This design comes from an exercise in tuning for small area on the open sky130 flow, not from production work.
At most, simulation tests tie the RTL to the original design; equivalence was not proved.
Power and IR drop assume default switching activity.

## module_mini_cpu
module module_mini_cpu (
    input [2:0] opcode,
    input [3:0] addr1,
    input [3:0] addr2,
    input [6:0] addr3OuImm,
    input ligar, enviar, clk,
    input rst,
    output [15:0] result,
    output on,
    output [2:0] estado,
    output reg EN,
    output RW,
    output reg RS,
    output reg [7:0] saidaLCD
);
    localparam OFF = 3'd0, FETCH = 3'd1, DECODE = 3'd2, READ = 3'd3,
               CALC = 3'd4, ESPERA = 3'd5, STORE = 3'd6, SHOW = 3'd7;
    localparam LOAD = 3'd0, ADD = 3'd1, ADDI = 3'd2, SUB = 3'd3,
               SUBI = 3'd4, MUL = 3'd5, CLEAR = 3'd6, DISPLAY = 3'd7;
    assign RW = 1'b0;
    reg [2:0] state, estadoReg;
    reg onReg, ligou, ligarApertou, enviarApertou;
    reg [2:0] opR;
    reg [3:0] a1R, a2R;
    reg [6:0] a3R;
    reg [15:0] resultReg;
    reg [15:0] R;             
    wire done;
    always @(posedge clk) begin
        if (rst) begin
            state <= OFF;
            ligou <= 1'b0;
            ligarApertou <= 1'b0;
            enviarApertou <= 1'b0;
            onReg <= 1'b0;
            estadoReg <= OFF;
            resultReg <= 16'd0;
        end else begin
            onReg <= (state == OFF);
            if (state != ESPERA) estadoReg <= state;
            case (state)
                FETCH:
                    if (~enviar) enviarApertou <= 1'b1;
                    else if (enviarApertou) begin
  ...
For scale: about 2000 cells after synthesis, about 380 flip-flops, ~16000 sq um of cells after synthesis.
clock: 12.0 ns
lec_check: 0
abc_area: 1
cap_margin: 20
core_margin: 2
core_utilization: 60
slew_margin: 20
run.sh (not shown) runs the stock make flow with config.mk's settings and CLKGATE_MAP_FILE= SYNTH_SCRIPT=/design/flow/synth_recipe.tcl, a recipe that flattens the netlist after the stock synthesis.
The first run finished with timing, DRC and antenna clean.
Change:
--- a/flow/design.v
+++ b/flow/design.v
@@ -127,37 +127,38 @@
     wire immk = c5 ? a3R[4] : c6 ? a3R[3] : sESP ? a3R[2] : c8 ? a3R[1] : a3R[0];
     wire zap = sOFF | (ligou & sFETCH);
     reg upd, sub;
     reg [1:0] asel;           
     reg [1:0] bsel;           
     always @* begin
-        upd = 1'b0; sub = 1'b0; asel = 2'd1; bsel = 2'd0;
-        if (zap) begin upd = 1'b1; asel = 2'd0; end
+        upd = 1'b0; sub = 1'b0; asel = 2'd0; bsel = 2'd0;
+        if (zap) upd = 1'b1;
         else case (opR)
-            LOAD, CLEAR: if (c5) begin upd = 1'b1; asel = 2'd0; bsel = isLOAD ? 2'd3 : 2'd0; end
-            DISPLAY: if (hit1) begin upd = 1'b1; asel = 2'd0; bsel = 2'd1; end
+            LOAD, CLEAR: if (c5) begin upd = 1'b1; bsel = isLOAD ? 2'd3 : 2'd0; end
+            DISPLAY: if (hit1) begin upd = 1'b1; bsel = 2'd1; end
             ADD, SUB: begin
-                if (hit1) begin upd = 1'b1; asel = 2'd0; bsel = 2'd1; end
+                if (hit1) begin upd = 1'b1; bsel = 2'd1; end
                 else if (hit2) begin upd = 1'b1; asel = 2'd1; bsel = 2'd1; sub = isSUB; end
             end
             ADDI, SUBI: begin
-                if (hit1) begin upd = 1'b1; asel = 2'd0; bsel = 2'd1; end
+                if (hit1) begin upd = 1'b1; bsel = 2'd1; end
                 else if (c5) begin upd = 1'b1; asel = 2'd1; bsel = 2'd3; sub = a3R[6] ^ isSUBI; end
             end
             MUL: begin
-                if (hit1) begin upd = 1'b1; asel = 2'd0; sub = a3R[6]; bsel = a3R[5] ? 2'd1 : 2'd0; end
-                else if (WS) begin upd = 1'b1; asel = 2'd2; sub = a3R[6]; bsel = immk ? 2'd2 : 2'd0; end
+                sub = a3R[6];
+                if (hit1) begin upd = 1'b1; bsel = a3R[5] ? 2'd1 : 2'd0; end
+                else if (WS) begin upd = 1'b1; asel = 2'd2; bsel = immk ? 2'd2 : 2'd0; end
             end
         endcase
     end
     wire [15:0] imm = isLOAD ? {9'd0, a3R} : {10'd0, a3R[5:0]};
     wire [15:0] opa = (asel == 2'd1) ? R : (asel == 2'd2) ? {R[14:0], 1'b0} : 16'd0;
     wire [15:0] opb = (bsel == 2'd1) ? tap : (bsel == 2'd2) ? V : (bsel == 2'd3) ? imm : 16'd0;
     wire [15:0] sum;
     module_alu ula (.a(opa), .b(opb), .sub(sub), .sum(sum));
-    wire [15:0] Rnext = sum;
+    wire [15:0] Rnext = upd ? sum : R;
     always @(posedge clk) begin
         R <= Rnext;
         if (hit1) V <= tap;
         phase <= rst ? 2'd0 : phase + 2'd1;
     end
     wire Wwr = c9 | sSHOW | (sFETCH & ~ligou);
=> The changed run ran to the end with no violations. Flip-flop and latch count does not change. Count of clock-buffer cells in the layout went up by 13. Via count went up by 5.1%. Final area went up by 1.8%. Die area went up by 2.0%. Routed wire length went up by 4.7%. Non-clock buffer count went up by 3. Total power went down by 1.7%.
Only the layout flow was run in the second run of this note; the RTL was not checked for function there.

==> what the ideal ports hide <==
In the flow no input, the clock included, has a driving cell. The finished layouts below were timed again as built, in two steps. Step 1: set_driving_cell puts a clkbuf_16 on clk and a buf_2 on each other input, an assumption about the parent block. Step 2 moves the port delays by t, midway between the first and last clock arrival at a register: inputs arrive t later, outputs are due t later. That takes back most of the time a late clock gives input paths. Slacks: ideal ports / drivers / drivers and shift; pairs: ideal ports / drivers.
run | t, ns | slack for setup (ns) | worst hold slack (ns) | clock arrival spread, ns
the first run | 0.581 | 5.003 / 5.003 / 5.003 | 0.314 / 0.314 / 0.314 | 0.024 / 0.024
the second run | 0.572 | 4.803 / 4.803 / 4.803 | 0.323 / 0.323 / 0.323 | 0.030 / 0.030
After both steps setup and hold are still met in every run listed.
